Source: an optimization exercise on an open RTL-to-GDS flow (aim: small area). Production flows keep margins and buffers that such runs may drop.
Function was checked by simulation only, so behaviour that the tests miss may differ from the original.
In every run shown here, the design's own scripts or RTL, not TritonCTS, make the clock network.
The clock port is modelled as an ideal driver, which makes a skipped or thinned clock tree look cheaper than it is; a real chip needs a root buffer or a tree.
No activity file was given, so power comes from the tool's default toggle rates.

File: flow/run.sh
#!/bin/bash
# Own layout flow: the standard ORFS flow with these changes
#  - ABC maps the logic for area (flow/abc_area.script) instead of speed;
#    the register mapping (dfflibmap) is untouched
#  - ports are buffered with the smallest buffer (buf_1)
#  - the clock tree is three clkbuf_8, each driving a third of the
#    flip-flops (flow/manual_cts.tcl), instead of TritonCTS's tree
# Each tool's log is kept in orfs/logs; make's output in make.log.
set -euo pipefail
here=$(pwd)
rm -rf "$here/scripts_mod"
cp -r "$FLOW_HOME/scripts" "$here/scripts_mod"
cp "$here/flow/abc_area.script" "$here/scripts_mod/abc_speed.script"
sed -i 's|^log_cmd clock_tree_synthesis {\*}\$cts_args|source $::env(MANUAL_CTS_TCL)|' "$here/scripts_mod/cts.tcl"
grep -q MANUAL_CTS_TCL "$here/scripts_mod/cts.tcl"

export MANUAL_CTS_TCL="$here/flow/manual_cts.tcl"
export CTS_CLK_NET=clk_125mhz CTS_BUF=sky130_fd_sc_hd__clkbuf_8 CTS_K=3

# The standard flow's make line (standard.sh), with the overrides appended
mk=$(grep -m1 '^make -C' standard.sh | sed 's/ "\${@:-finish}"$//')
eval "$mk" \
  SCRIPTS_DIR="$here/scripts_mod" \
  BUFFER_PORTS_ARGS=\"-buffer_cell sky130_fd_sc_hd__buf_1\" \
  finish > "$here/make.log" 2>&1

odb=$(ls "$here"/orfs/results/*/top_artyz7_nrf24_rx_singlefile/base/6_final.odb)
: # left out here: write the final layout as DEF
File: flow/abc_area.script
strash
dc2
dch -f
amap
strash
dc2
dch -f
amap
strash
dc2
dch -f
amap
topo
File: flow/manual_cts.tcl
# Clock tree: the clock port drives CTS_K buffers (CTS_BUF); the flip-flops
# are split by x position into CTS_K equal groups, each driven by one
# buffer placed at its group's centre.  Replaces clock_tree_synthesis in
# ORFS's cts.tcl; the rest of that step (legalisation, hold repair) runs
# as usual.
set block [ord::get_db_block]
set clk_port_net [$block findNet $::env(CTS_CLK_NET)]
set master [[ord::get_db] findMaster $::env(CTS_BUF)]
set K $::env(CTS_K)
$clk_port_net setSigType CLOCK
set its {}
foreach it [$clk_port_net getITerms] {
  lappend its [list [lindex [[$it getInst] getLocation] 0] $it]
}
set its [lsort -integer -index 0 $its]
set n [llength $its]
puts "manual CTS: $n sinks, $K x $::env(CTS_BUF)"
for {set k 0} {$k < $K} {incr k} {
  set buf [odb::dbInst_create $block $master clkbuf_m$k]
  set net [odb::dbNet_create $block clknet_m$k]
  $net setSigType CLOCK
  set sx 0; set sy 0; set m 0
  for {set i [expr {$k * $n / $K}]} {$i < [expr {($k + 1) * $n / $K}]} {incr i} {
    set it [lindex $its $i 1]
    set loc [[$it getInst] getLocation]
    incr sx [lindex $loc 0]; incr sy [lindex $loc 1]; incr m
    $it disconnect
    $it connect $net
  }
  [$buf findITerm A] connect $clk_port_net
  [$buf findITerm X] connect $net
  $buf setLocation [expr {$sx / $m}] [expr {$sy / $m}]
  $buf setPlacementStatus PLACED
}
set_propagated_clock [all_clocks]
File: standard.sh
#!/bin/bash
# synth_recipe.tcl (not shown) runs the flow's synth.tcl, then flattens the netlist and writes it again
# the make line also repeats each setting of config.mk as NAME=value (left out here)
make -C /OpenROAD-flow-scripts/flow DESIGN_CONFIG=/design/flow/config.mk WORK_HOME=/design/flow/orfs CLKGATE_MAP_FILE= SYNTH_SCRIPT=/design/flow/synth_recipe.tcl "${@:-finish}"
File: config.mk
export PLATFORM = sky130hd
export DESIGN_NAME = top_artyz7_nrf24_rx_singlefile
export DESIGN_NICKNAME = top_artyz7_nrf24_rx_singlefile
export VERILOG_FILES = /design/flow/design.v
export SDC_FILE = /design/flow/constraint.sdc
export NUM_CORES = 4
export LEC_CHECK = 0
export CAP_MARGIN = 20
export CORE_MARGIN = 2
export CORE_UTILIZATION = 40
export SLEW_MARGIN = 20
File: constraint.sdc
create_clock -name core_clock -period 8.0 [get_ports {clk_125mhz}]
set_input_delay 1.6000 -clock core_clock [delete_from_list [all_inputs] [get_ports {clk_125mhz}]]
set_output_delay 1.6000 -clock core_clock [all_outputs]
set_load 0.01 [all_outputs]
File: design.v
`timescale 1ns / 1ps
module Motor_Controller(
    input  wire       clk,
    input  wire       reset,         
    input  wire [3:0] cmd_nibble,
    output wire       motor_in1,
    output wire       motor_in2,
    output wire       motor_in3,
    output wire       motor_in4,
    output reg        motor_pwm_a,
    output reg        motor_pwm_b
);
    reg       rev;
    reg [4:0] div_cnt;
    reg [8:0] ramp;
    wire [1:0] speed = cmd_nibble[3:2];
    wire [1:0] steer = cmd_nibble[1:0];
    wire lt400 = (ramp < 9'd400);
    wire lt510 = ~(&ramp[8:1]);
    wire run   = (speed == 2'b01) ? lt400 : (speed[1] & lt510);
    wire div_wrap = div_cnt[4] & div_cnt[3];    
    always @(posedge clk) begin
        if (reset) begin
            div_cnt <= 5'd0;
            ramp    <= 9'd0;
        end else begin
            div_cnt <= div_wrap ? 5'd0 : div_cnt + 5'd1;
            if (div_wrap) ramp <= ramp + 9'd1;
        end
    end
    always @(posedge clk) begin
        rev         <= &speed;
        motor_pwm_a <= run & (steer != 2'b10);
        motor_pwm_b <= run & (steer != 2'b01);
    end
    assign motor_in1 = ~rev;
    assign motor_in2 = rev;
    assign motor_in3 = ~rev;
    assign motor_in4 = rev;
endmodule
`timescale 1ns/1ps
module top_artyz7_nrf24_rx_singlefile (
    input  wire clk_125mhz,
    input  wire reset_btn,      
    output wire nrf_mosi,
    input  wire nrf_miso,
    output wire nrf_sck,
    output wire nrf_csn,
    output wire nrf_ce,
    output reg  [3:0] led,
    output wire       motor_in1,
    output wire       motor_in2,
    output wire       motor_in3,
    output wire       motor_in4,
    output wire       motor_pwm_a,
    output wire       motor_pwm_b
);
    localparam [3:0] P_STARTUP  = 4'd5;
    localparam [3:0] P_EN_AA    = 4'd11;
    localparam [3:0] P_EN_RXA   = 4'd7;
    localparam [3:0] P_SETUP_AW = 4'd15;
    localparam [3:0] P_RF_CH    = 4'd14;
    localparam [3:0] P_RF_SETUP = 4'd12;
    localparam [3:0] P_RX_ADDR0 = 4'd9;
    localparam [3:0] P_RX_PW0   = 4'd3;
    localparam [3:0] P_CONFIG   = 4'd6;
    localparam [3:0] P_FLUSH    = 4'd13;
    localparam [3:0] P_CLEAR    = 4'd10;
    localparam [3:0] P_PWRUP    = 4'd4;
    localparam [3:0] P_RUN      = 4'd8;
    localparam [3:0] P_STATUS   = 4'd0;
    localparam [3:0] P_PAYLOAD  = 4'd1;
    localparam [3:0] P_CLEAR2   = 4'd2;    
    localparam integer N_STARTUP = 625001;   
    localparam integer N_PWRUP   = 375000;
    localparam integer N_POLL    = 125000;
    function [19:0] mr;   
        input integer n;
        integer r;
        begin
            r = n % 194;
            if (r < 14) mr = (n / 194) * 256 + r;
            else        mr = (n / 194) * 256 + ((r - 14) / 12 + 1) * 16 + (r - 14) % 12;
        end
    endfunction
    localparam [19:0] C_STARTUP = mr(N_STARTUP);
    localparam [19:0] C_PWRUP   = mr(N_PWRUP);
    localparam [19:0] C_POLL    = mr(N_POLL);
    reg [3:0]  D;
    reg [3:0]  H;
    reg [11:0] B;
    reg [3:0]  ph;
    reg        mosi;
    reg [3:0]  nib;
    wire [19:0] cnt = {B, H, D};
    function [7:0] tx_byte;
        input [3:0] p;
        input [5:0] b;
        begin
            case (p)
                P_EN_AA:    tx_byte = (b == 0) ? 8'h21 : 8'h00;
                P_EN_RXA:   tx_byte = (b == 0) ? 8'h22 : 8'h01;
                P_SETUP_AW: tx_byte = (b == 0) ? 8'h23 : 8'h03;
                P_RF_CH:    tx_byte = (b == 0) ? 8'h25 : 8'h4C;
                P_RF_SETUP: tx_byte = (b == 0) ? 8'h26 : 8'h03;
                P_RX_ADDR0: case (b)
                                6'd0:    tx_byte = 8'h2A;
                                6'd1:    tx_byte = 8'h31;
                                6'd2:    tx_byte = 8'h4E;
                                6'd3:    tx_byte = 8'h6F;
                                6'd4:    tx_byte = 8'h64;
                                default: tx_byte = 8'h65;
                            endcase
                P_RX_PW0:   tx_byte = (b == 0) ? 8'h31 : 8'h20;
                P_CONFIG:   tx_byte = (b == 0) ? 8'h20 : 8'h0F;
                P_FLUSH:    tx_byte = 8'hE2;
                P_CLEAR,
                P_CLEAR2:   tx_byte = (b == 0) ? 8'h27 : 8'h70;
                P_PAYLOAD:  tx_byte = (b == 0) ? 8'h61 : 8'hFF;
                default:    tx_byte = 8'hFF;
            endcase
        end
    endfunction
    function [5:0] frame_len;
        input [3:0] p;
        begin
            case (p)
                P_RX_ADDR0: frame_len = 6'd6;
                P_FLUSH:    frame_len = 6'd1;
                P_STATUS:   frame_len = 6'd1;
                P_PAYLOAD:  frame_len = 6'd33;
                default:    frame_len = 6'd2;
            endcase
        end
    endfunction
    wire in_frame = (ph != P_STARTUP) && (ph != P_PWRUP) && (ph != P_RUN);
    wire h0    = (H == 4'd0);
    wire dwrap = h0 ? (D[3] & D[2] & D[0]) : (D[3] & D[1] & D[0]);    
    wire [5:0] flen = frame_len(ph);
    wire at_len = ((B[5:0] & flen) == flen) & h0;
    wire cnt0 = (B[5:0] == 6'd0) & (H == 4'd0) & (D == 4'd0);
    assign nrf_csn = ~in_frame | cnt0 | (at_len & (D[1] | D[0]));
    wire [2:0] bsel = h0 ? 3'd7 : (3'd6 - H[3:1]);
    wire [7:0] txb  = tx_byte(ph, B[5:0]);
    wire rom_bit =
        (H[2] & H[3] & B[0] & ~ph[1]) |
        (H[0] & ~H[2] & ~H[3] & ~ph[1] & ~ph[3]) |
        (~H[2] & ~H[3] & ph[0] & ~ph[1] & ph[2]) |
        (B[0] & ~ph[1] & ~ph[3]) |
        (B[1] & ~ph[3]) |
        (H[0] & ~H[1] & ~H[2] & B[1]) |
        (B[2] & ~ph[3]) |
        (H[3] & ~B[0] & ~ph[0] & ~ph[2]) |
        (H[1] & H[2] & B[0] & ~ph[0] & ph[1] & ph[2]) |
        (H[3] & B[0] & ~ph[0] & ph[2] & ~ph[3]) |
        (~H[1] & H[2] & ~B[0] & ph[0] & ph[1] & ~ph[2] & ~ph[3]) |
        (H[1] & ~H[2] & ~H[3] & ~ph[2] & ~ph[3]) |
        (H[1] & H[3] & ph[0] & ph[2] & ph[3]) |
        (H[1] & ~H[2] & ~H[3] & ~B[0] & ~B[1]) |
        (H[0] & ~H[1] & ~H[2] & B[2]) |
        (H[0] & ~H[1] & ~H[3] & B[0] & ~ph[0] & ~ph[2]) |
        (~ph[0] & ~ph[1] & ~ph[3]) |
        (H[1] & B[0] & B[1]) |
        (H[2] & H[3] & ~B[0] & ph[1] & ph[3]) |
        (H[1] & H[3] & ~B[0] & ~B[2] & ~ph[1] & ph[3]) |
        (H[2] & H[3] & B[0] & ph[0] & ph[2]) |
        (H[1] & ~H[2] & ~H[3] & B[0] & ~ph[1] & ~ph[2]) |
        (~H[1] & ~H[2] & H[3] & ~B[0] & ~ph[0] & ph[3]) |
        (H[1] & H[2] & ~B[0] & ~B[2] & ~ph[1] & ~ph[2] & ph[3]) |
        (H[0] & ~H[1] & ~H[2] & B[0] & ~ph[0] & ph[1] & ph[2] & ph[3]) |
        (H[1] & H[3] & ~ph[0] & ~ph[1]) |
        (H[2] & H[3] & ~ph[1] & ~ph[3]) |
        (H[1] & ~H[2] & ~B[0] & ph[0] & ph[2]) |
        (H[1] & ~H[2] & ~H[3] & ~ph[0] & ~ph[2]) |
        (~H[1] & H[2] & B[0] & ~B[1] & ~B[2] & ph[0] & ~ph[1]) |
        ((ph == P_PAYLOAD) & (B[5:3] != 3'd0));
    wire mosi_ld = ~nrf_csn & ((h0 & D[0]) | (H[0] & dwrap & (H != 4'd15)));
    wire init_chain = (ph == P_EN_AA) || (ph == P_EN_RXA) || (ph == P_SETUP_AW) ||
                      (ph == P_RF_CH) || (ph == P_RF_SETUP) || (ph == P_RX_ADDR0) ||
                      (ph == P_RX_PW0) || (ph == P_CONFIG) || (ph == P_FLUSH);
    wire fr_end = in_frame & at_len & (init_chain ? D[1] : D[0]);
    wire dl_end = (ph == P_STARTUP) ? ((cnt & C_STARTUP) == C_STARTUP) :
                  (ph == P_PWRUP)   ? ((cnt & C_PWRUP)   == C_PWRUP)   :
                  (ph == P_RUN)     ? ((cnt & C_POLL)    == C_POLL)    : 1'b0;
    wire clr = fr_end | dl_end;
    reg fb;
    always @(*) begin
        case (ph)
            4'd5: fb = 1'b1;
            4'd11: fb = 1'b1;
            4'd7: fb = 1'b1;
            4'd12: fb = 1'b1;
            4'd9: fb = 1'b1;
            4'd6: fb = 1'b1;
            4'd0: fb = 1'b1;
            4'd2: fb = 1'b1;
            default: fb = 1'b0;
        endcase
    end
    always @(posedge clk_125mhz) begin
        if (clr | reset_btn) begin
            D <= 4'd0; H <= 4'd0; B <= 12'd0;
        end else begin
            D <= dwrap ? 4'd0 : D + 4'd1;
            if (dwrap) H <= H + 4'd1;
            if (dwrap && H == 4'd15) B <= B + 12'd1;
        end
    end
    always @(posedge clk_125mhz) begin
        if (reset_btn) begin
            ph      <= P_STARTUP;
            mosi    <= 1'b0;
            led     <= 4'd0;
        end else begin
            if (mosi_ld) mosi <= rom_bit;
            if (fr_end | dl_end) begin
                if ((ph == P_STATUS && !nib[0]) || ph == P_CLEAR2)
                    ph <= P_RUN;
                else
                    ph <= {ph[2:0], fb};
            end
            if (fr_end && ph == P_PAYLOAD) led <= nib;
        end
    end
    always @(posedge clk_125mhz) begin
        if (dwrap && ~H[0] && B[5:1] == 5'd0 && (B[0] || H[3:2] == 2'd0))
            nib <= {nib[2:0], nrf_miso};
    end
    assign nrf_sck  = H[0] & in_frame;    
    assign nrf_ce   = (ph == P_RUN) | (ph == P_STATUS) | (ph == P_PAYLOAD) | (ph == P_CLEAR2);
    assign nrf_mosi = mosi;
    Motor_Controller u_motor (
        .clk        (clk_125mhz),
        .reset      (reset_btn),
        .cmd_nibble (led),
        .motor_in1  (motor_in1),
        .motor_in2  (motor_in2),
        .motor_in3  (motor_in3),
        .motor_in4  (motor_in4),
        .motor_pwm_a(motor_pwm_a),
        .motor_pwm_b(motor_pwm_b)
    );
endmodule
==> impl_metrics.toml, run 1 <==
[cells_and_area]
diodes = 0
layout-drive-gt1-share_pct = 0.917
final.fill_count = 598
area.sequential_um2 = 1060
multi_input_area_um2 = 1220
design_area_um2 = 2620
utilization_pct = 44.3
fin_cells = 402
nets = 341
syn_to_final_growth_pct = 7.38

[critical_path]
cpPeakStageDelay_ps = 600
critPathMaxFanout = 10
path_class = "register to output port"
worstPathCellList = "nand2_1 > nor2_1 > o21ai_0 > a21oi_1 > o221ai_1 > o21ai_0 > buf_1"
end_kind = "output port"
cp_data_required_time_ps = 6400
crit_slowest_cell = "dfxtp_1"
cp.arrival_ps = 2380
cp-start-kind = "register"
crit_path_frequent_cell = "o21ai_0"

[placement]
place.gp.congestion = 0.939
dp_cells = 399
detailed_place.area_um2 = 2580
portBuffers = 16
dp_hpwl_mm = 4.21

[die]
rows = 28
die_area_um2 = 6750
core_um2 = 5920
start_util_pct = 41.3
die_x_um = 82.1
num_io_pins = 17
die_h_um = 82.1

[power_and_ir_drop]
p_leak_uw = 0.000859
vdd_drop_max_mv = 0.112
p_per_area_nw_per_um2 = 141

[sta]
maxSlewViolCount = 0
max_freq_mhz = 251
post-route-period-util_pct = 49.7
final_hold_viol_count = 0
worstMarginPinSlew_ps = 894
rsz0062_at_grt = "no"
finalSetupViolations = 0
layout_min_cycle_time_ps = 3980
fin_tns_setup_ps = 0
skew_ps = 3.79
maxSlewHeadroom_pct = 39.6

[yosys]
synth_seq_cells = 51
syn_area_per_cell_um2 = 7.88
ys_seq_area_share_pct = 43.4
synth_fa_ha_area_share_pct = 4.61
synth_top_area_share_pct = 38.5
yosys.area.top_type = "dfxtp_1"
yosysWarnings = 2
synth_top_family_by_area = "simple AND/OR/NAND/NOR gates"
netlist_area_um2 = 2440
synthTopCellsByArea = "dfxtp_1, nor2_1, clkinv_1, edfxtp_1, ha_1"
synth_compound_area_share_pct = 21.8
syn_inst = 310
ys_types = 37
synth_fp_nets = 322
synth_xor_area_share_pct = 0
synthSimpleGateAreaFrac_pct = 23.4
synth_mux_area_share_pct = 0

[clocking]
worst_skew_pair.late_latency_ps = 160
clk_pin_slew_ps = 100
cts-hold-fix-buffers = 0
ctsResizeCount = 0
postCtsSetupBuffers = 0

[global_routing]
grt_antenna_before_repair = 0
grt_pass1_wl_mm = 9.47
grt_max_degree = 18
grt_pass1_vias = 2076
grt-ovfl-total = 0
grt_use_total_pct = 17.1

[hold_path]
hold_path_class = "register to register"

[status]
status = "no timing/DRC/antenna violations"

[routing]
drc_errors = 0
wirelength_mm = 5.53
drtPass1Iterations = 5
num_vias = 2278
avgRoutedWirePerCell_um = 13.8
drt_iter0_drc = 279
viasPerCell = 5.67
ant_nets = 0

[job]
drv_cap = 0
==> flip-flops by register name, summed over array words and instances (netlist names) <==
register             flops
u_motor.rev              1
u_motor.div_cnt          5
mosi                     1
u_motor.motor_pwm_b      1
u_motor.ramp             9
fb                       1
B                       12
ph                       4
nib                      4
H                        4
D                        4
u_motor.motor_pwm_a      1
led                      4
==> power breakdown <==
part | internal, µW | switching (µW)
clock network | 34.8 | 61.6
logic | 3.71 | 7.83
registers | 259 | 2.19
total | 298 | 71.6
==> final cells by class <==
type                    instances  share of cell area (%)
repair buffers                 16                    2.29
plain buffers                   3                    1.57
multi-input cells             217                    46.4
inverters                      40                    5.73
well taps                      75                    3.58
flip-flops and latches         51                    40.5
==> metrics by stage <==
| step | hold WS (ps) | setup WS, ps | power, µW |
|---|---|---|---|
| detailed placement | 443 | 4320 | 279 |
| global placement | 438 | 4240 | 279 |
| global route | 485 | 3800 | 385 |
| finish | 461 | 4020 | 369 |
| CTS | 465 | 4100 | 374 |
| floorplan | 418 | 4900 | 274 |
==> worst paths after layout <==
path	slack [ps]	cells past startpoint	end	from
max	4020	7	nrf_csn	ph[0]
min reg2reg	460	0	nib[3]	nib[2]
min	460	0	nib[3]	nib[2]
max reg2reg	4380	17	B[11]	H[1]
==> cells in the mapped netlist <==
library cell  count
o21ai_0          15
nor2_1           58
a221oi_1          4
a21boi_0          1
o22ai_1           2
o221ai_1          3
edfxtp_1          4
a31oi_1           4
or4_1             3
buf_4             2
nand4_1           5
a221o_1           1
nor4_1            4
o32a_1            1
nor3_1           18
or3_1             1
a32oi_1           2
o31ai_1           1
o2111ai_1         1
nand3_1           7
nor2b_1           2
a2111o_1          1
o311ai_0          1
o31a_1            1
ha_1              9
a211oi_1          9
o211ai_1          1
clkinv_1         40
nand2_1          23
o41a_1            1
o21a_1            1
a311oi_1          2
a22oi_1           7
a21oi_1          21
and2_0            2
and3_1            5
dfxtp_1          47
==> logic make-up after synthesis <==
kind of cell | after synthesis
adder cells (fa/ha/maj) | 9
flip-flops | 51
AND/OR/NAND/NOR | 128
buffers and inverters | 42
AO/OA/AOI/OAI | 80
==> per-layer routing <==
metal / wire [µm] / track usage, % / vias to the layer above
met5: 0 / 0 / -
met1: 2710 / 24.7 / 1007
met4: 88 / 2.83 / 0
met2: 2360 / 28.2 / 100
met3: 378 / 1.41 / 15
li1: - / - / 1156
==> cell usage in the layout (no fill, tap or decap), types with 4 or more instances in the layout <==
master,count
nor2_1,58
dfxtp_1,47
clkinv_1,40
nand2_1,23
a21oi_1,21
nor3_1,18
buf_1,16
o21ai_0,15
a211oi_1,9
ha_1,9
nand3_1,7
a22oi_1,7
nand4_1,5
and3_1,5
a221oi_1,4
nor4_1,4
a31oi_1,4
edfxtp_1,4
==> critical path, delay by kind of cell (launching register included) <==
| kind | cells | cell delay (ps) |
|---|---|---|
| buffers and inverters | 1 | 210 |
| DFF | 1 | 600 |
| and+or+nand+nor | 2 | 450 |
| AOI/OAI and AO/OA | 4 | 960 |
==> run 2: changes to the inputs <==
==> flow/abc_area.script (replaced) <==
strash
&get -n
&deepsyn -J 50 -T 120
&dch -f
&nf -a -R 1000
&put
topo
==> run 2 against run 1 <==
  * Worst hold slack improved by 5.9 ps
  * Fmax rose by 6.9%
  * Clock power is 2.4% higher
  * Flip-flop and latch count did not move
  * Total power grew 0.80%
  * Die area is 2.3% lower
  * Worst setup slack gained 260 ps
  * Register-to-register slack worse by 100 ps
  * Clock skew is 4.1 ps higher
  * Final cell count shrank 8.0%
  * Synthesized area fell by 2.4%
  * Combinational power is essentially flat
  * Critical path type is now register to register
==> impl_metrics.toml, run 2 <==
[status]
status = "no timing/DRC/antenna violations"

[yosys]
yosysWarnings = 2
synth_seq_cells = 51
syn_inst = 277
ys_seq_area_share_pct = 44.5
ys.flop_type = "dfxtp_1"
synth_fp_nets = 289
async_flop_share_pct = 0
syn_area_per_cell_um2 = 8.60
synth_edf_count = 4
synthTopCellsByArea = "dfxtp_1, nor2_1, a21oi_1, nor3_1, edfxtp_1"
ys_types = 43
netlist_area_um2 = 2380
yosys.area.top_type = "dfxtp_1"
synthTopCellsByCount = "dfxtp_1, nor2_1, a21oi_1"
synth_top_area_share_pct = 39.5
synth_most_common_cell = "dfxtp_1"

[critical_path]
cp.arrival_ps = 3810
crit_path_frequent_cell = "and3_1"
critPathMaxFanout = 9
crit_family = "simple AND/OR/NAND/NOR gates"
cp_num_buf_inv = 1
r2r_end = "B[11]"
r2r_start = "H[1]"
end_kind = "register"
crit_slowest_cell = "a211oi_2"
cp-start-kind = "register"
cpPeakStageDelay_ps = 570
worstPathCellList = "clkinv_1 > ha_1 > nand2_1 > nor2_1 > a211oi_2 > nand2_1 > nor2_1 > and3_1 > and3_1 > and3_1 > and3_1 > and2_0 > o21bai_1 > a21oi_1"
reg2reg_slack_ps = 4280
path_class = "register to register"
rr_worst_depth = 14
cp_data_required_time_ps = 8090

[hold_path]
hold_path_class = "register to register"
hold-path-endpoint = "nib[2]"
hold_depth = 0
hold_start = "nib[1]"

[cells_and_area]
nets = 309
syn_to_final_growth_pct = 8.08
reg_top3 = "B: 12 flops, u_motor.ramp: 9 flops, u_motor.div_cnt: 5 flops"
top_register = "B"
area.sequential_um2 = 1060
largest_reg_flops = 12
final.fill_count = 598
layout_common_cells = "dfxtp_1, nor2_1, a21oi_1"
design_area_um2 = 2580
multi_input_area_um2 = 1270
diodes = 0
layout-drive-gt1-share_pct = 1.69
final_common_cell = "dfxtp_1"

[placement]
detailed_place.area_um2 = 2530
place.gp.congestion = 0.917
dp_hpwl_mm = 3.82
portBuffers = 16

[sta]
worstMarginPinSlew_ps = 767
maxSlewHeadroom_pct = 47.5
layout_min_cycle_time_ps = 3720
post-route-period-util_pct = 46.5
fin_tns_setup_ps = 0
skew_ps = 7.88
maxSlewViolCount = 0
max_freq_mhz = 269
final_hold_viol_count = 0
rsz0062_at_grt = "no"
finalSetupViolations = 0

[global_routing]
grt_max_degree = 22
grt_antenna_before_repair = 0
grt-ovfl-total = 0
grt_pass1_wl_mm = 8.72
grt_use_total_pct = 15.9
grt_pass1_vias = 1841

[power_and_ir_drop]
p_leak_uw = 0.000926
power.internal_uw = 299
vdd_drop_max_mv = 0.168
clock_power_share_pct = 26.5
finalPower_uw = 372
power_switching_share_pct = 19.8
power.switching_uw = 73.7
p_per_area_nw_per_um2 = 144
comb_power_share_pct = 3.0
pwr-share-seq_pct = 70.4

[routing]
viasPerCell = 5.64
drt_iter0_drc = 154
num_vias = 2087
wirelength_mm = 5.27
drc_errors = 0
avgRoutedWirePerCell_um = 14.2
drtPass1Iterations = 5
ant_nets = 0

[die]
die_h_um = 81.2
rows = 28
core_um2 = 5850
die_x_um = 81.2
num_io_pins = 17
die_area_um2 = 6590
start_util_pct = 40.7

[clocking]
cts-hold-fix-buffers = 0
clk_pin_slew_ps = 110
worst_skew_pair.late_latency_ps = 160
ctsResizeCount = 0
postCtsSetupBuffers = 0

[job]
drv_cap = 0
-- run 2: cell types whose count changed after synthesis, moves of 5 or more --
cell | before | now
nor3_1 | 18 | 24
clkinv_1 | 40 | 12
xor2_1 | 0 | 5
a211oi_1 | 9 | 1
and3_1 | 5 | 12
nor2_1 | 58 | 35
a22oi_1 | 7 | 1
-- run 2: area by class of cell --
type / instances / area share, %
Timing Repair Buffer: 17 / 2.62
Multi-Input combinational cell: 212 / 49.2
Buffer: 3 / 1.60
Tap cell: 75 / 3.64
Sequential cell: 51 / 41.2
Inverter: 12 / 1.75
-- run 2: cells by family after synthesis --
group                    synth area share, %
AO/OA/AOI/OAI                           17.5
XOR/XNOR                                2.94
flip-flops                              44.5
buffers and inverters                   2.52
adder cells (fa/ha/maj)                 4.72
multiplexers                            1.68
AND/OR/NAND/NOR                         26.1
-- run 2: power by group through the flow --
stage	Sequential (µW)	Combinational [µW]	Clock (µW)
floorplan	267	7.30	0
global placement	268	11.3	0
detailed placement	268	11.3	0
CTS	262	11.3	102
global route	263	13.4	110
finish	262	11.3	98.8
-- run 2: how the worst max path moves through the flow --
| stage | start | endpoint | slack, ps | depth (start not counted) |
|---|---|---|---|---|
| after floorplan | H[1] | B[11] | 4770 | 14 |
| after global placement | H[1] | B[11] | 4050 | 14 |
| after detailed placement | H[1] | B[11] | 4000 | 14 |
| after CTS | H[1] | B[11] | 3960 | 14 |
| after global routing | H[1] | B[11] | 3960 | 14 |
| final | H[1] | B[11] | 4280 | 14 |
-- run 2: layer usage --
layer | GRT usage (%) | vias to the layer above | routed length [µm]
met3 | 1.33 | 6 | 224
met1 | 22.3 | 975 | 2560
met5 | 0 | - | 0
met4 | 2.03 | 0 | 60
li1 | - | 1054 | -
met2 | 27.4 | 52 | 2430
-- run 2: stage by stage --
| stage | instances | utilization (%) | hold slack (ps) | setup WS [ps] |
|---|---|---|---|---|
| after floorplan | 277 | - | 427 | 4770 |
| after global placement | 367 | 43.2 | 446 | 4050 |
| after detailed placement | 367 | 43.2 | 448 | 4000 |
| after CTS | 370 | 43.9 | 471 | 3960 |
| after global routing | 370 | 44.0 | 496 | 3960 |
| final | 370 | 44.0 | 467 | 4280 |
==> run 3: changes to the inputs <==
--- a/design.v
+++ b/design.v
@@ -10,3 +10,6 @@
     output reg        motor_pwm_a,
-    output reg        motor_pwm_b
+    output reg        motor_pwm_b,
+    output wire [8:0] ramp_o,        
+    output wire [4:0] div_o,         
+    output wire       wrap_o
 );
@@ -35,2 +38,5 @@
     end
+    assign ramp_o = ramp;
+    assign div_o  = div_cnt;
+    assign wrap_o = div_wrap & (&ramp);
     assign motor_in1 = ~rev;
@@ -73,6 +79,5 @@
     localparam [3:0] P_CLEAR2   = 4'd2;    
-    localparam integer N_STARTUP = 625001;   
     localparam integer N_PWRUP   = 375000;
     localparam integer N_POLL    = 125000;
-    function [19:0] mr;   
+    function [18:0] mr;   
         input integer n;
@@ -85,8 +90,7 @@
     endfunction
-    localparam [19:0] C_STARTUP = mr(N_STARTUP);
-    localparam [19:0] C_PWRUP   = mr(N_PWRUP);
-    localparam [19:0] C_POLL    = mr(N_POLL);
+    localparam [18:0] C_PWRUP   = mr(N_PWRUP);
+    localparam [18:0] C_POLL    = mr(N_POLL);
     reg [3:0]  D;
     reg [3:0]  H;
-    reg [11:0] B;
+    reg [10:0] B;
     reg [3:0]  ph;
@@ -94,3 +98,6 @@
     reg [3:0]  nib;
-    wire [19:0] cnt = {B, H, D};
+    wire [18:0] cnt = {B, H, D};
+    wire [8:0]  pwm_ramp;
+    wire [4:0]  pwm_div;
+    wire        pwm_wrap;
     function [7:0] tx_byte;
@@ -181,3 +188,4 @@
     wire fr_end = in_frame & at_len & (init_chain ? D[1] : D[0]);
-    wire dl_end = (ph == P_STARTUP) ? ((cnt & C_STARTUP) == C_STARTUP) :
+    wire st_end = B[5] & B[4] & pwm_ramp[8] & pwm_ramp[7] & pwm_ramp[5] & pwm_ramp[3] & pwm_div[0];
+    wire dl_end = (ph == P_STARTUP) ? st_end :
                   (ph == P_PWRUP)   ? ((cnt & C_PWRUP)   == C_PWRUP)   :
@@ -201,3 +209,3 @@
         if (clr | reset_btn) begin
-            D <= 4'd0; H <= 4'd0; B <= 12'd0;
+            D <= 4'd0; H <= 4'd0; B <= 11'd0;
         end else begin
@@ -205,3 +213,3 @@
             if (dwrap) H <= H + 4'd1;
-            if (dwrap && H == 4'd15) B <= B + 12'd1;
+            if (ph == P_STARTUP ? pwm_wrap : (dwrap && H == 4'd15)) B <= B + 11'd1;
         end
@@ -240,3 +248,6 @@
         .motor_pwm_a(motor_pwm_a),
-        .motor_pwm_b(motor_pwm_b)
+        .motor_pwm_b(motor_pwm_b),
+        .ramp_o     (pwm_ramp),
+        .div_o      (pwm_div),
+        .wrap_o     (pwm_wrap)
     );
--- a/flow/run.sh
+++ b/flow/run.sh
@@ -4,2 +4,4 @@
 #    the register mapping (dfflibmap) is untouched
+#  - no separate half/full adder mapping before ABC (ADDER_MAP_FILE empty):
+#    ABC maps the counters with the rest of the logic
 #  - ports are buffered with the smallest buffer (buf_1)
@@ -23,2 +25,3 @@
   SCRIPTS_DIR="$here/scripts_mod" \
+  ADDER_MAP_FILE= \
   BUFFER_PORTS_ARGS=\"-buffer_cell sky130_fd_sc_hd__buf_1\" \
==> flow/abc_area.script (replaced) <==
strash
&get -n
&deepsyn -J 300 -T 900
&dch -f
&nf -a -R 1000
&put
topo
==> run 3 against run 2 <==
  * Flip-flop and latch count is 1 lower
  * Routed wire length fell by 8.4%
  * Worst hold slack improved by 3.0 ps
  * First-iteration DRC count fell by 17%
  * Global-route usage is 0.14 points higher
  * Sequential share of layout area rose by 2.7 points
  * Register-to-register slack worse by 260 ps
  * Cell area down 8.0%
  * Worst setup slack got worse by 520 ps
  * Clock power hardly changed
  * Critical path type is now register to output port
==> impl_metrics.toml, run 3 <==
[status]
status = "no timing/DRC/antenna violations"

[sta]
finalSetupViolations = 0
worstMarginPinSlew_ps = 805
maxSlewHeadroom_pct = 46.4
layout_min_cycle_time_ps = 4240
final_hold_viol_count = 0
skew_ps = 17.1
max_freq_mhz = 236
post-route-period-util_pct = 53.0
fin_tns_setup_ps = 0
rsz0062_at_grt = "no"
maxSlewViolCount = 0

[global_routing]
top_usage_layer = "met2"
use_met1_pct = 24.2
grt_antenna_before_repair = 0
grt_use_met3_pct = 1.28
grt_use_total_pct = 16.0
grtUsageMet2_pct = 25.8
grt_pass1_vias = 1713
grt-ovfl-total = 0
grt_pass1_wl_mm = 8.27
grt_max_degree = 18

[yosys]
synth_seq_cells = 50
syn_inst = 256
synth_most_common_cell = "dfxtp_1"
yosys.area.top_type = "dfxtp_1"
netlist_area_um2 = 2190
ys.flop_type = "dfxtp_1"
ys_seq_area_share_pct = 47.5
synthTopCellsByArea = "dfxtp_1, nor2_1, nor3_1, edfxtp_1, a21oi_1"
yosysWarnings = 2
ys_types = 41
synth_edf_count = 4
synth_fp_nets = 259
synthTopCellsByCount = "dfxtp_1, nor2_1, nor3_1"
async_flop_share_pct = 0
synth_top_area_share_pct = 42.0
syn_area_per_cell_um2 = 8.56

[critical_path]
rr_worst_depth = 13
r2r_end = "B[10]"
crit_family = "simple AND/OR/NAND/NOR gates"
end_kind = "output port"
cp_data_required_time_ps = 6400
cp_num_buf_inv = 1
path_class = "register to output port"
crit_path_frequent_cell = "o21ai_0"
crit_slowest_cell = "or4_1"
critPathMaxFanout = 13
cpPeakStageDelay_ps = 540
worstPathCellList = "nand2b_1 > o21ai_0 > o21a_1 > a21oi_1 > o21ai_0 > o21ai_0 > nor2b_1 > or4_1 > o21ai_0 > buf_1"
r2r_start = "H[1]"
reg2reg_slack_ps = 4020
cp.arrival_ps = 2640
critPathLaunch = "H[1]"
cp-start-kind = "register"

[cells_and_area]
final.fill_count = 541
layout-drive-gt1-share_pct = 1.47
syn_to_final_growth_pct = 8.22
final_common_cell = "dfxtp_1"
largest_reg_flops = 11
layout_common_cells = "dfxtp_1, nor2_1, nor3_1"
nets = 278
top_register = "B"
diodes = 0
utilization_pct = 45.6
design_area_um2 = 2370
reg_top3 = "B: 11 flops, u_motor.ramp: 9 flops, u_motor.div_cnt: 5 flops"

[hold_path]
hold_path_class = "register to register"
hold_start = "nib[1]"
hold_depth = 0
hold-path-endpoint = "nib[2]"

[routing]
wirelength_mm = 4.83
num_vias = 1920
drc_errors = 0
drt_iter0_drc = 128
avgRoutedWirePerCell_um = 14.1
ant_nets = 0
drtPass1Iterations = 4
viasPerCell = 5.60

[die]
core_um2 = 5200
rows = 26
die_area_um2 = 6080
die_x_um = 78.0
num_io_pins = 17
start_util_pct = 42.1
die_h_um = 78.0

[job]
drv_cap = 0

[power_and_ir_drop]
p_leak_uw = 0.000831
vdd_drop_max_mv = 0.119
finalPower_uw = 367
p_per_area_nw_per_um2 = 155

[placement]
place.gp.congestion = 0.880
detailed_place.area_um2 = 2320
portBuffers = 16
dp_hpwl_mm = 3.41

[clocking]
worst_skew_pair.late_latency_ps = 170
cts-hold-fix-buffers = 0
clk_pin_slew_ps = 120
postCtsSetupBuffers = 0
ctsResizeCount = 0
[run 3: changes by cell type in the layout (fill, tap and decap cells not counted), sizes merged, moves of 4 or more]
cell and change:
o21ai +4, a31oi -5, xor2 -5, clkinv -5, and2 +5, ha -9, o21a +5, nand2 -5
nor2 +4
[run 3: through the flow]
step | instances | hold slack (ps) | setup WS [ps]
after floorplan | 256 | 427 | 4230
after global placement | 340 | 437 | 4020
after detailed placement | 340 | 443 | 4010
after CTS | 343 | 471 | 3780
after global routing | 343 | 484 | 3410
final | 343 | 469 | 3760
[run 3: layout make-up]
cell class	instances	area [µm²]	area share, %
Multi-Input combinational cell	197	1110	47.0
Inverter	7	26.3	1.11
Sequential cell	50	1040	43.9
Buffer	3	41.3	1.74
Timing Repair Buffer	16	60.1	2.53
Tap cell	70	87.6	3.69
[run 3: worst max path at each step]
stage                   end  slack, ps  cells after the start
finish              nrf_csn       3760                     10
global route        nrf_csn       3410                     10
CTS                 nrf_csn       3780                     10
detailed placement  nrf_csn       4010                     10
global placement    nrf_csn       4020                     10
floorplan           nrf_csn       4230                      9
[run 3: kinds of logic (layout without fill, tap and decap cells)]
family	count (synthesis)	after routing	synth area share, %
xor+xnor	5	5	2.00
mux	2	2	0.914
flops	50	50	47.5
buf+inv	9	26	1.88
simple gates	121	121	27.2
compound gates	69	69	20.5
[run 3: power breakdown]
group / switching (µW) / total, µW / internal [µW]
Combinational: 6.27 / 9.72 / 3.45
Sequential: 2.57 / 257 / 254
Clock: 65.8 / 101 / 35.0
Total: 74.7 / 367 / 292
[run 3: per-layer routing]
layer | share of wire [%] | up-vias
met2 | 45 | 46
met5 | 0 | -
met4 | 0.95 | 0
li1 | - | 978
met3 | 5.0 | 5
met1 | 49 | 891
==> run 4: changes to the inputs <==
--- a/design.v
+++ b/design.v
@@ -97,3 +97,2 @@
     reg        mosi;
-    reg [3:0]  nib;
     wire [18:0] cnt = {B, H, D};
@@ -207,2 +206,4 @@
     end
+    wire rx_shift = in_frame & dwrap & ~H[0] & (B[5:1] == 5'd0) & (B[0] | (H[3:2] == 2'd0));
+    wire [3:0] nib = B[10:7];
     always @(posedge clk_125mhz) begin
@@ -213,3 +214,6 @@
             if (dwrap) H <= H + 4'd1;
-            if (ph == P_STARTUP ? pwm_wrap : (dwrap && H == 4'd15)) B <= B + 11'd1;
+            if (rx_shift)
+                B[10:7] <= {B[9:7], nrf_miso};
+            else if (ph == P_STARTUP ? pwm_wrap : (dwrap && H == 4'd15))
+                B <= B + 11'd1;
         end
@@ -231,6 +235,2 @@
         end
-    end
-    always @(posedge clk_125mhz) begin
-        if (dwrap && ~H[0] && B[5:1] == 5'd0 && (B[0] || H[3:2] == 2'd0))
-            nib <= {nib[2:0], nrf_miso};
     end
==> flow/abc_area.script (replaced) <==
strash
&get -n
&deepsyn -J 300 -S 2 -T 900
&dch -f
&nf -a -R 1000
&put
topo
==> run 4 against run 3 <==
  * Worst hold slack better by 27 ps
  * Global-route usage up 0.12 points
  * Clock power down 7%
  * Via count up 1.1%
  * Synthesized area decreased by 4.2%
  * Critical path depth fell by 4
  * Routed wire length fell by 2.3%
  * Core utilization down 0.78 points
  * Sequential power fell by 8.6%
  * Largest cell class unchanged
  * First-iteration DRC count shrank 25%
==> impl_metrics.toml, run 4 <==
[placement]
detailed_place.area_um2 = 2230
portBuffers = 16
place.gp.congestion = 0.886
dp_hpwl_mm = 3.45

[yosys]
synth_seq_cells = 46
synthSimpleGateAreaFrac_pct = 31.4
ys_types = 35
synthTopCellsByCount = "dfxtp_1, nor2_1, nor3_1"
syn_area_per_cell_um2 = 8.04
synth_fp_nets = 264
ys.flop_type = "dfxtp_1"
async_flop_share_pct = 0
synth_mux_area_share_pct = 0
synthTopCellsByArea = "dfxtp_1, nor2_1, nor3_1, a21oi_1, o21ai_0"
netlist_area_um2 = 2100
synth_edf_count = 0
syn_inst = 261
synth_top_family_by_area = "simple AND/OR/NAND/NOR gates"
yosys.area.top_type = "dfxtp_1"
synth_most_common_cell = "dfxtp_1"
synth_top_area_share_pct = 43.9
synth_fa_ha_area_share_pct = 0
synth_compound_area_share_pct = 20.9
ys_seq_area_share_pct = 43.9
synth_xor_area_share_pct = 1.67
yosysWarnings = 2

[die]
start_util_pct = 41.3
core_um2 = 5070
die_x_um = 76.4
die_h_um = 76.4
rows = 26
die_area_um2 = 5840
num_io_pins = 17

[critical_path]
reg2reg_slack_ps = 4790
cp-start-kind = "register"
end_kind = "output port"
r2r_start = "ph[3]"
critPathLaunch = "H[3]"
rr_worst_depth = 13
cp_data_required_time_ps = 6400
critPathMaxFanout = 7
critical_path.endpoint = "nrf_csn"
r2r_end = "fb"
path_class = "register to output port"
cp.arrival_ps = 2040

[hold_path]
hold_start = "led[0]"
hold_path_class = "register to register"

[job]
drv_cap = 0

[sta]
skew_ps = 3.68
rsz0062_at_grt = "no"
worstMarginPinSlew_ps = 739
post-route-period-util_pct = 45.5
maxSlewViolCount = 0
layout_min_cycle_time_ps = 3640
finalSetupViolations = 0
maxSlewHeadroom_pct = 50.7
max_freq_mhz = 275
fin_tns_setup_ps = 0
final_hold_viol_count = 0

[clocking]
postCtsSetupBuffers = 0
worst_skew_pair.late_latency_ps = 150
cts-hold-fix-buffers = 0
clk_pin_slew_ps = 100
ctsResizeCount = 0

[global_routing]
grt_antenna_before_repair = 0
grt_use_total_pct = 16.2
grt_pass1_wl_mm = 8.23
grt_max_degree = 21
grt_pass1_vias = 1764
grt-ovfl-total = 0

[routing]
viasPerCell = 5.58
drt_iter0_drc = 96
drc_errors = 0
ant_nets = 0
drtPass1Iterations = 4
avgRoutedWirePerCell_um = 13.5
wirelength_mm = 4.72
num_vias = 1942

[status]
status = "no timing/DRC/antenna violations"

[cells_and_area]
top_register = "B"
diodes = 0
final_common_cell = "dfxtp_1"
nets = 283
syn_to_final_growth_pct = 8.29
layout_common_cells = "dfxtp_1, nor2_1, nor3_1"
final.fill_count = 559
design_area_um2 = 2270
largest_reg_flops = 11
layout-drive-gt1-share_pct = 1.08
reg_top3 = "B: 11 flops, u_motor.ramp: 9 flops, u_motor.div_cnt: 5 flops"

[power_and_ir_drop]
p_per_area_nw_per_um2 = 149
vdd_drop_max_mv = 0.116
p_leak_uw = 0.000778
[run 4: changes by cell type after synthesis, moves of 3 or more]
cell	before	now
edfxtp_1	4	0
nor3_1	25	28
and4_1	0	5
o211ai_1	0	4
nor2_1	39	43
[run 4: where the power goes]
group	switching [µW]	internal, µW
Sequential	3.65	231
Combinational	5.56	3.66
Clock	58.9	34.8
Total	68.1	270
[run 4: cell families (layout without fill, tap and decap cells)]
logic type | count (synthesis) | count (layout)
flops | 46 | 46
buf+inv | 10 | 27
xor+xnor | 4 | 4
compound gates | 70 | 70
simple gates | 131 | 131
[run 4: layout make-up]
| type | instances | area, µm² | share of cell area [%] |
|---|---|---|---|
| flip-flops and latches | 46 | 921 | 40.5 |
| inverters | 8 | 30.0 | 1.32 |
| multi-input cells | 205 | 1130 | 49.8 |
| well taps | 70 | 87.6 | 3.85 |
| plain buffers | 3 | 41.3 | 1.82 |
| repair buffers | 16 | 60.1 | 2.64 |
[run 4: worst min-delay path by stage]
stage / endpoint / slack [ps] / depth (start not counted)
detailed placement: u_motor.div_cnt[0] / 480 / 1
floorplan: u_motor.div_cnt[0] / 440 / 1
global route: u_motor.motor_pwm_a / 530 / 2
global placement: u_motor.div_cnt[0] / 470 / 1
CTS: u_motor.motor_pwm_a / 510 / 2
finish: u_motor.motor_pwm_a / 500 / 2
[run 4: worst max-delay path, cell delays in order (launching register included)]
cell	delay (ps)
dfxtp_1	390
nor4_1	630
o211ai_1	190
a211oi_1	270
o21ai_0	130
nand2_1	110
buf_1	160
[run 4: through the flow]
| stage | hold WS (ps) | power [µW] | cells | setup slack, ps | util (%) |
|---|---|---|---|---|---|
| floorplan | 444 | 246 | 261 | 4980 | - |
| finish | 497 | 338 | 348 | 4360 | 44.8 |
| global route | 529 | 353 | 348 | 4170 | 44.8 |
| CTS | 506 | 341 | 348 | 4400 | 44.8 |
| detailed placement | 482 | 249 | 345 | 4470 | 44.0 |
| global placement | 469 | 249 | 345 | 4550 | 44.0 |
[run 4: metal layers]
layer	track usage (%)	vias to the layer above	wire length (µm)
li1	-	999	-
met4	1.09	0	32
met5	0	-	0
met2	27.8	54	2140
met1	23.3	887	2290
met3	1.07	2	252
==> run 5: changes to the inputs <==
--- a/design.v
+++ b/design.v
@@ -63,18 +63,18 @@
 );
-    localparam [3:0] P_STARTUP  = 4'd5;
-    localparam [3:0] P_EN_AA    = 4'd11;
-    localparam [3:0] P_EN_RXA   = 4'd7;
-    localparam [3:0] P_SETUP_AW = 4'd15;
-    localparam [3:0] P_RF_CH    = 4'd14;
-    localparam [3:0] P_RF_SETUP = 4'd12;
-    localparam [3:0] P_RX_ADDR0 = 4'd9;
-    localparam [3:0] P_RX_PW0   = 4'd3;
-    localparam [3:0] P_CONFIG   = 4'd6;
-    localparam [3:0] P_FLUSH    = 4'd13;
-    localparam [3:0] P_CLEAR    = 4'd10;
-    localparam [3:0] P_PWRUP    = 4'd4;
-    localparam [3:0] P_RUN      = 4'd8;
-    localparam [3:0] P_STATUS   = 4'd0;
-    localparam [3:0] P_PAYLOAD  = 4'd1;
-    localparam [3:0] P_CLEAR2   = 4'd2;    
+    localparam [3:0] P_STARTUP  = 4'd11;
+    localparam [3:0] P_EN_AA    = 4'd6;
+    localparam [3:0] P_EN_RXA   = 4'd12;
+    localparam [3:0] P_SETUP_AW = 4'd9;
+    localparam [3:0] P_RF_CH    = 4'd3;
+    localparam [3:0] P_RF_SETUP = 4'd7;
+    localparam [3:0] P_RX_ADDR0 = 4'd15;
+    localparam [3:0] P_RX_PW0   = 4'd14;
+    localparam [3:0] P_CONFIG   = 4'd13;
+    localparam [3:0] P_FLUSH    = 4'd10;
+    localparam [3:0] P_CLEAR    = 4'd4;
+    localparam [3:0] P_PWRUP    = 4'd8;
+    localparam [3:0] P_RUN      = 4'd0;
+    localparam [3:0] P_STATUS   = 4'd1;
+    localparam [3:0] P_PAYLOAD  = 4'd2;
+    localparam [3:0] P_CLEAR2   = 4'd5;    
     localparam integer N_PWRUP   = 375000;
@@ -151,32 +151,33 @@
     wire rom_bit =
-        (H[2] & H[3] & B[0] & ~ph[1]) |
-        (H[0] & ~H[2] & ~H[3] & ~ph[1] & ~ph[3]) |
-        (~H[2] & ~H[3] & ph[0] & ~ph[1] & ph[2]) |
-        (B[0] & ~ph[1] & ~ph[3]) |
-        (B[1] & ~ph[3]) |
+        (H[3] & ~B[0] & ~ph[1] & ~ph[3]) |
+        (H[2] & H[3] & B[0] & ~ph[1] & ph[3]) |
+        (~ph[1] & ~ph[2] & ~ph[3]) |
+        (H[1] & H[2] & B[0] & ph[0] & ~ph[1] & ph[2] & ph[3]) |
+        (H[3] & B[0] & ph[0] & ~ph[1] & ph[2] & ph[3]) |
+        (H[0] & ~H[2] & ~H[3] & ~ph[0] & ~ph[2]) |
+        (~H[1] & H[2] & ~B[0] & ~ph[0] & ph[1] & ph[2] & ph[3]) |
+        (B[0] & ~ph[0] & ~ph[2]) |
+        (~H[1] & H[2] & B[0] & ~B[1] & ~B[2] & ph[0] & ph[1] & ph[3]) |
+        (H[1] & H[3] & ph[0] & ph[1] & ph[2] & ~ph[3]) |
+        (H[2] & H[3] & B[0] & ph[0] & ph[1] & ph[2]) |
         (H[0] & ~H[1] & ~H[2] & B[1]) |
         (B[2] & ~ph[3]) |
-        (H[3] & ~B[0] & ~ph[0] & ~ph[2]) |
-        (H[1] & H[2] & B[0] & ~ph[0] & ph[1] & ph[2]) |
-        (H[3] & B[0] & ~ph[0] & ph[2] & ~ph[3]) |
-        (~H[1] & H[2] & ~B[0] & ph[0] & ph[1] & ~ph[2] & ~ph[3]) |
-        (H[1] & ~H[2] & ~H[3] & ~ph[2] & ~ph[3]) |
-        (H[1] & H[3] & ph[0] & ph[2] & ph[3]) |
         (H[1] & ~H[2] & ~H[3] & ~B[0] & ~B[1]) |
+        (B[1] & ~ph[3]) |
         (H[0] & ~H[1] & ~H[2] & B[2]) |
-        (H[0] & ~H[1] & ~H[3] & B[0] & ~ph[0] & ~ph[2]) |
-        (~ph[0] & ~ph[1] & ~ph[3]) |
-        (H[1] & B[0] & B[1]) |
-        (H[2] & H[3] & ~B[0] & ph[1] & ph[3]) |
-        (H[1] & H[3] & ~B[0] & ~B[2] & ~ph[1] & ph[3]) |
-        (H[2] & H[3] & B[0] & ph[0] & ph[2]) |
-        (H[1] & ~H[2] & ~H[3] & B[0] & ~ph[1] & ~ph[2]) |
-        (~H[1] & ~H[2] & H[3] & ~B[0] & ~ph[0] & ph[3]) |
-        (H[1] & H[2] & ~B[0] & ~B[2] & ~ph[1] & ~ph[2] & ph[3]) |
-        (H[0] & ~H[1] & ~H[2] & B[0] & ~ph[0] & ph[1] & ph[2] & ph[3]) |
-        (H[1] & H[3] & ~ph[0] & ~ph[1]) |
-        (H[2] & H[3] & ~ph[1] & ~ph[3]) |
-        (H[1] & ~H[2] & ~B[0] & ph[0] & ph[2]) |
-        (H[1] & ~H[2] & ~H[3] & ~ph[0] & ~ph[2]) |
-        (~H[1] & H[2] & B[0] & ~B[1] & ~B[2] & ph[0] & ~ph[1]) |
+        (H[0] & ~H[2] & ~H[3] & B[0] & ~ph[1] & ~ph[3]) |
+        (H[1] & ~H[2] & ~H[3] & B[0] & ph[1] & ph[3]) |
+        (H[1] & H[3] & ~ph[2] & ph[3]) |
+        (~H[2] & H[3] & B[1]) |
+        (H[1] & H[2] & B[1]) |
+        (H[2] & H[3] & ~B[0] & ~ph[2] & ~ph[3]) |
+        (~H[1] & ~H[2] & H[3] & ~B[0] & ph[0] & ~ph[3]) |
+        (H[0] & ~H[1] & ~H[3] & B[0] & ~ph[1] & ~ph[3]) |
+        (H[0] & ~H[1] & ~H[2] & B[0] & ~ph[2] & ~ph[3]) |
+        (H[1] & ~B[0] & ~B[1] & ~B[2] & ph[0] & ph[1] & ph[3]) |
+        (H[2] & H[3] & ~ph[1] & ~ph[2]) |
+        (~H[0] & ph[1] & ~ph[2] & ph[3]) |
+        (H[2] & H[3] & ~B[0] & ~ph[0] & ~ph[3]) |
+        (H[1] & H[3] & ~B[0] & ~ph[0] & ~ph[1]) |
+        (H[1] & H[2] & B[0] & ph[1] & ~ph[2]) |
         ((ph == P_PAYLOAD) & (B[5:3] != 3'd0));
@@ -195,10 +196,10 @@
         case (ph)
-            4'd5: fb = 1'b1;
-            4'd11: fb = 1'b1;
-            4'd7: fb = 1'b1;
             4'd12: fb = 1'b1;
             4'd9: fb = 1'b1;
-            4'd6: fb = 1'b1;
+            4'd3: fb = 1'b1;
+            4'd7: fb = 1'b1;
+            4'd14: fb = 1'b1;
             4'd0: fb = 1'b1;
             4'd2: fb = 1'b1;
+            4'd5: fb = 1'b1;
             default: fb = 1'b0;
==> flow/abc_area.script (replaced) <==
strash
&get -n
&deepsyn -J 300 -T 900
&dch -f
&nf -a -R 1000
&put
topo
==> run 5 against run 4 <==
  * Critical path depth grew 14
  * Critical endpoint is now B[10]
  * Combinational power grew 8%
  * First-iteration DRC count grew 110%
  * Register-to-register slack lost 1200 ps
  * Via count shrank 1.7%
  * Clock skew grew 8.2 ps
==> impl_metrics.toml, run 5 <==
[die]
num_io_pins = 17
core_um2 = 5070
die_area_um2 = 5830
rows = 26
die_h_um = 76.4
die_x_um = 76.4
start_util_pct = 41.3

[sta]
rsz0062_at_grt = "no"
final_hold_viol_count = 0
layout_min_cycle_time_ps = 4380
fin_tns_setup_ps = 0
maxSlewHeadroom_pct = 38.3
maxSlewViolCount = 0
finalSetupViolations = 0
max_freq_mhz = 228
worstMarginPinSlew_ps = 925
skew_ps = 11.9
post-route-period-util_pct = 54.8

[placement]
dp_hpwl_mm = 3.42
portBuffers = 16
place.gp.congestion = 0.839

[yosys]
ys.flop_type = "dfxtp_1"
ys_seq_area_share_pct = 44.0
synth_top_area_share_pct = 44.0
synth_fp_nets = 261
synth_most_common_cell = "dfxtp_1"
synthTopCellsByArea = "dfxtp_1, nor2_1, nor3_1, a21oi_1, and2_0"
syn_area_per_cell_um2 = 8.12
synth_edf_count = 0
yosysWarnings = 2
ys_types = 41
netlist_area_um2 = 2090
async_flop_share_pct = 0
yosys.area.top_type = "dfxtp_1"
syn_inst = 258
synthTopCellsByCount = "dfxtp_1, nor2_1, nor3_1"
synth_seq_cells = 46

[clocking]
ctsResizeCount = 0
worst_skew_pair.late_latency_ps = 160
postCtsSetupBuffers = 0
cts-hold-fix-buffers = 0
clk_pin_slew_ps = 100

[hold_path]
hold_path_class = "register to register"

[power_and_ir_drop]
p_leak_uw = 0.000799
finalPower_uw = 338
p_per_area_nw_per_um2 = 149
vdd_drop_max_mv = 0.117

[cells_and_area]
reg_top3 = "B: 11 flops, u_motor.ramp: 9 flops, u_motor.div_cnt: 5 flops"
final_common_cell = "dfxtp_1"
syn_to_final_growth_pct = 8.66
diodes = 0
largest_reg_flops = 11
multi_input_area_um2 = 1130
final.fill_count = 529
layout_common_cells = "dfxtp_1, nor2_1, nor3_1"
layout-drive-gt1-share_pct = 1.45
area.sequential_um2 = 921
top_register = "B"
nets = 281

[job]
drv_cap = 0

[global_routing]
grt_max_degree = 20
grt_use_total_pct = 16.1
grt-ovfl-total = 0
grt_pass1_vias = 1686
grt_antenna_before_repair = 0
grt_pass1_wl_mm = 8.09

[routing]
drc_errors = 0
drtPass1Iterations = 4
wirelength_mm = 4.70
drt_iter0_drc = 203
num_vias = 1909
ant_nets = 0
avgRoutedWirePerCell_um = 13.6
viasPerCell = 5.52

[critical_path]
end_kind = "register"
cp_data_required_time_ps = 8020
cp.arrival_ps = 4400
cp-start-kind = "register"
path_class = "register to register"
critPathMaxFanout = 11

[status]
status = "no timing/DRC/antenna violations"
==> run 5: cell types whose count changed in the layout (fill, tap and decap cells not counted), moves of 3 or more <==
| cell | delta |
|---|---|
| nand3_1 | +6 |
| nor3_1 | -6 |
| nor2_1 | -5 |
| o21ai_0 | -5 |
| and4_1 | -4 |
| nand2_1 | +4 |
| nor2b_1 | -4 |
| a21o_1 | +3 |
| and2_0 | +3 |
| o31ai_1 | -3 |
==> run 5: final timing paths <==
| kind | startpoint | slack (ps) | depth (start not counted) | to |
|---|---|---|---|---|
| setup / recovery | H[1] | 3620 | 20 | B[10] |
| hold / removal | B[6] | 490 | 2 | B[6] |
| setup reg to reg | H[1] | 3620 | 20 | B[10] |
| hold reg to reg | B[6] | 490 | 2 | B[6] |
==> run 5: metrics by stage <==
stage	area (µm²)	hold slack (ps)	setup WS [ps]	std cells	util, %
after CTS	2280	495	3630	346	44.8
after global placement	2230	478	3860	343	44.0
final	2280	492	3620	346	44.8
after floorplan	2090	436	4200	258	-
after detailed placement	2230	475	3670	343	44.0
after global routing	2280	507	3020	346	44.8
==> run 5: worst max-delay path: stages, from the launching register on <==
cell,delay [ps]
dfxtp_1,420
nor4_1,630
nand3_1,130
o21ai_0,110
and3_1,270
and3_1,230
and2_0,190
nor2_1,50
a21oi_1,160
and2_0,250
and3_1,220
and2_0,240
and3_1,230
and2_0,180
o21ai_0,140
nand3_1,130
nand2_1,80
o21bai_1,200
o21a_1,160
xor2_1,150
nor2_1,50
==> run 5: cell families after synthesis <==
family                    after synthesis  synth area share, %
and+or+nand+nor                       125                 29.3
muxes                                   1                0.478
DFF                                    46                 44.0
buffers and inverters                  10                 2.15
AOI/OAI and AO/OA                      71                 22.0
xor gates and xnor gates                5                 2.09
==> run 5: final cells by class <==
class                      count  share of cell area [%]
sequential                    46                    40.5
timing repair buffer          17                    2.97
tap                           70                    3.85
buffer                         3                    1.81
inverter                       8                    1.32
multi-input combinational    202                    49.6
==> run 5: per-layer routing <==
layer	global-route usage, %	wire length (µm)
met1	22.7	2330
met2	27.4	2070
met3	1.18	224
met4	2.55	74
met5	0	0
==> run 5: report_power, final <==
group          switching (µW)  internal (µW)
sequential               2.98            231
clock                    59.1           34.8
combinational            6.14           3.87
total                    68.2            270
==> run 6: changes to the inputs <==
--- a/design.v
+++ b/design.v
@@ -193,16 +193,3 @@
     wire clr = fr_end | dl_end;
-    reg fb;
-    always @(*) begin
-        case (ph)
-            4'd12: fb = 1'b1;
-            4'd9: fb = 1'b1;
-            4'd3: fb = 1'b1;
-            4'd7: fb = 1'b1;
-            4'd14: fb = 1'b1;
-            4'd0: fb = 1'b1;
-            4'd2: fb = 1'b1;
-            4'd5: fb = 1'b1;
-            default: fb = 1'b0;
-        endcase
-    end
+    wire fb = (ph == 4'd12) | (ph == 4'd9) | (ph == 4'd3) | (ph == 4'd7) | (ph == 4'd14) | (ph == 4'd0) | (ph == 4'd2) | (ph == 4'd5);
     wire rx_shift = in_frame & dwrap & ~H[0] & (B[5:1] == 5'd0) & (B[0] | (H[3:2] == 2'd0));
==> flow/abc_area.script (replaced) <==
strash
&get -n
&deepsyn -J 300 -S 2 -T 900
&dch -f
&nf -a -R 1000
&put
topo
==> run 6 against run 5 <==
  * Register-to-register slack gained 300 ps
  * Total power shrank 2.6%
  * Critical path depth shrank 4
  * Synthesized area shrank 1.5%
  * Via count shrank 0.79%
  * Clock power shrank 5.3%
  * Die area shrank 1.4%
  * Worst setup slack gained 300 ps
  * Routed wire length shrank 4.4%
  * Critical path type unchanged
==> impl_metrics.toml, run 6 <==
[power_and_ir_drop]
power.switching_uw = 63.9
clock_power_share_pct = 27.0
pwr-share-seq_pct = 69.9
p_leak_uw = 0.000784
power.internal_uw = 265
p_per_area_nw_per_um2 = 147
comb_power_share_pct = 3.1
vdd_drop_max_mv = 0.118
power_switching_share_pct = 19.4

[yosys]
syn_inst = 263
syn_area_per_cell_um2 = 7.84
yosysWarnings = 2
synth_fp_nets = 266
yosys.area.top_type = "dfxtp_1"
synthTopCellsByArea = "dfxtp_1, nor2_1, a21oi_1, nor3_1, o21ai_0"
synth_edf_count = 0
async_flop_share_pct = 0
netlist_area_um2 = 2060
ys_seq_area_share_pct = 43.7
ys_types = 40
synth_most_common_cell = "dfxtp_1"
ys.flop_type = "dfxtp_1"
synth_top_area_share_pct = 43.7
synth_seq_cells = 45
synthTopCellsByCount = "dfxtp_1, nor2_1, a21oi_1"

[routing]
ant_nets = 0
avgRoutedWirePerCell_um = 12.8
drtPass1Iterations = 4
viasPerCell = 5.40
drc_errors = 0
drt_iter0_drc = 78
num_vias = 1894
wirelength_mm = 4.49

[die]
die_area_um2 = 5750
die_h_um = 75.8
die_x_um = 75.8
start_util_pct = 40.9
rows = 26
num_io_pins = 17
core_um2 = 5040

[placement]
portBuffers = 16
dp_hpwl_mm = 3.31
dp_cells = 348
place.gp.congestion = 0.912
place_ws_ps = 4000
detailed_place.area_um2 = 2200

[sta]
maxSlewHeadroom_pct = 51.7
fin_tns_setup_ps = 0
layout_min_cycle_time_ps = 4080
post-route-period-util_pct = 51.0
finalSetupViolations = 0
rsz0062_at_grt = "no"
final_hold_viol_count = 0
skew_ps = 4.62
max_freq_mhz = 245
worstMarginPinSlew_ps = 725
maxSlewViolCount = 0
finalWorstSetupSlack_ps = 3920

[cells_and_area]
syn_to_final_growth_pct = 8.79
reg_top3 = "B: 11 flops, u_motor.ramp: 9 flops, u_motor.div_cnt: 5 flops"
fin_cells = 351
top_register = "B"
largest_reg_flops = 11
layout_common_cells = "dfxtp_1, nor2_1, a21oi_1"
final_common_cell = "dfxtp_1"
nets = 286
design_area_um2 = 2240
layout-drive-gt1-share_pct = 1.42
diodes = 0

[global_routing]
grt_pass1_vias = 1653
grt-ovfl-total = 0
grt_pass1_wl_mm = 7.52
grt_antenna_before_repair = 0
grt_max_degree = 21
grt_use_total_pct = 16.0

[hold_path]
hold_depth = 1
hold_path_class = "register to register"
hold-path-endpoint = "u_motor.div_cnt[0]"
hold_start = "u_motor.div_cnt[0]"

[critical_path]
cp-start-kind = "register"
path_class = "register to register"
reg2reg_slack_ps = 3920
critPathLaunch = "H[3]"
r2r_start = "H[3]"
critPathMaxFanout = 9
r2r_end = "B[10]"
end_kind = "register"
cp.arrival_ps = 4180
rr_worst_depth = 16
cp_data_required_time_ps = 8100

[job]
drv_cap = 0

[clocking]
clk_pin_slew_ps = 90
postCtsSetupBuffers = 0
cts-hold-fix-buffers = 0
worst_skew_pair.late_latency_ps = 150
ctsResizeCount = 0

[status]
status = "no timing/DRC/antenna violations"
run 6: cell count changes after synthesis, sizes merged, moves of 4 or more:
| cell | previous run | this run |
|---|---|---|
| a22o | 4 | 0 |
| o21ai | 10 | 23 |
| a31oi | 5 | 1 |
| nand3 | 10 | 4 |
run 6: per-layer routing:
layer	vias to the layer above	global-route usage, %	part of all wire, %
li1	990	-	-
met1	840	23.7	49
met2	57	26.5	43
met3	7	1.06	6.0
met4	0	1.75	1.2
met5	-	0	0
run 6: power groups by stage:
stage | Sequential (µW) | Combinational [µW] | Clock (µW)
3_5_place_dp | 235 | 10.4 | 0
4_1_cts | 230 | 10.5 | 93.5
3_3_place_gp | 235 | 10.3 | 0
2_1_floorplan | 234 | 7.17 | 0
6_report | 230 | 10.3 | 88.9
5_1_grt | 231 | 11.8 | 103
run 6: logic make-up (layout without fill, tap and decap cells):
logic type | Yosys count | after routing | share of synthesized area, %
XOR/XNOR | 4 | 4 | 1.70
flip-flops | 45 | 45 | 43.7
buffers and inverters | 12 | 30 | 2.55
AO/OA/AOI/OAI | 72 | 72 | 21.0
AND/OR/NAND/NOR | 129 | 129 | 30.6
multiplexers | 1 | 1 | 0.546
run 6: worst max path at each step:
stage	slack, ps	depth (start not counted)	to
3_3_place_gp	4220	16	B[10]
4_1_cts	3970	16	B[10]
6_report	3920	16	B[10]
3_5_place_dp	4000	16	B[10]
2_1_floorplan	4540	16	B[10]
5_1_grt	3410	16	B[10]
run 6: metrics by stage:
step	hold WS, ps	total power [µW]	util [%]
2_1_floorplan	445	241	-
3_3_place_gp	464	246	43.7
3_5_place_dp	474	246	43.7
4_1_cts	497	334	44.5
5_1_grt	519	346	44.5
6_report	489	329	44.5
run 6: worst max-delay path, cell delays in order (launching register included):
cell	delay [ps]
dfxtp_1	400
nor4_1	620
o2111a_1	320
and2_0	280
and3_1	240
nand2_1	100
o21ai_0	280
and2_0	220
and3_1	210
and2_0	250
and3_1	240
and3_1	180
nor2_1	60
nor2_1	190
o21ai_0	140
a21oi_1	170
o21a_1	140
run 6: area by class of cell:
type / count / area [µm²]
inverters: 10 / 37.5
well taps: 70 / 87.6
multi-input cells: 206 / 1110
plain buffers: 3 / 41.3
fillers: 535 / 2800
flip-flops and latches: 45 / 901
repair buffers: 17 / 67.6

afterwards: timing with drivers on the ports:
Ports are ideal in the flow. The routed layouts listed here were re-timed in OpenROAD.
Step 1, drivers: a clkbuf_16 drives clk_125mhz and a buf_2 each remaining input, both assumed.
Step 2 adds t to the input delays and takes it off the output delays; t is the mean of the earliest and latest rising clock arrival at the registers after step 1. Input paths then give back, and output paths get back, about the clock's delay inside the block.
a / b / c = no drivers / after step 1 / after step 2; a / b = the first two.
run | shift t [ns] | setup WS [ns] | worst setup path after step 2 | slew at the worst register clock pin (ns)
run 1 | 0.204 | 4.024 / 3.975 / 4.179 | register to output | 0.10 / 0.10
run 2 | 0.202 | 4.280 / 4.280 / 4.280 | register to register | 0.11 / 0.11
run 3 | 0.205 | 3.758 / 3.713 / 3.918 | register to output | 0.12 / 0.12
run 4 | 0.196 | 4.362 / 4.319 / 4.509 | input to register | 0.10 / 0.10
run 5 | 0.195 | 3.616 / 3.616 / 3.616 | register to register | 0.10 / 0.10
run 6 | 0.197 | 3.920 / 3.920 / 3.920 | register to register | 0.09 / 0.09
After both steps setup and hold are still met in every run listed.
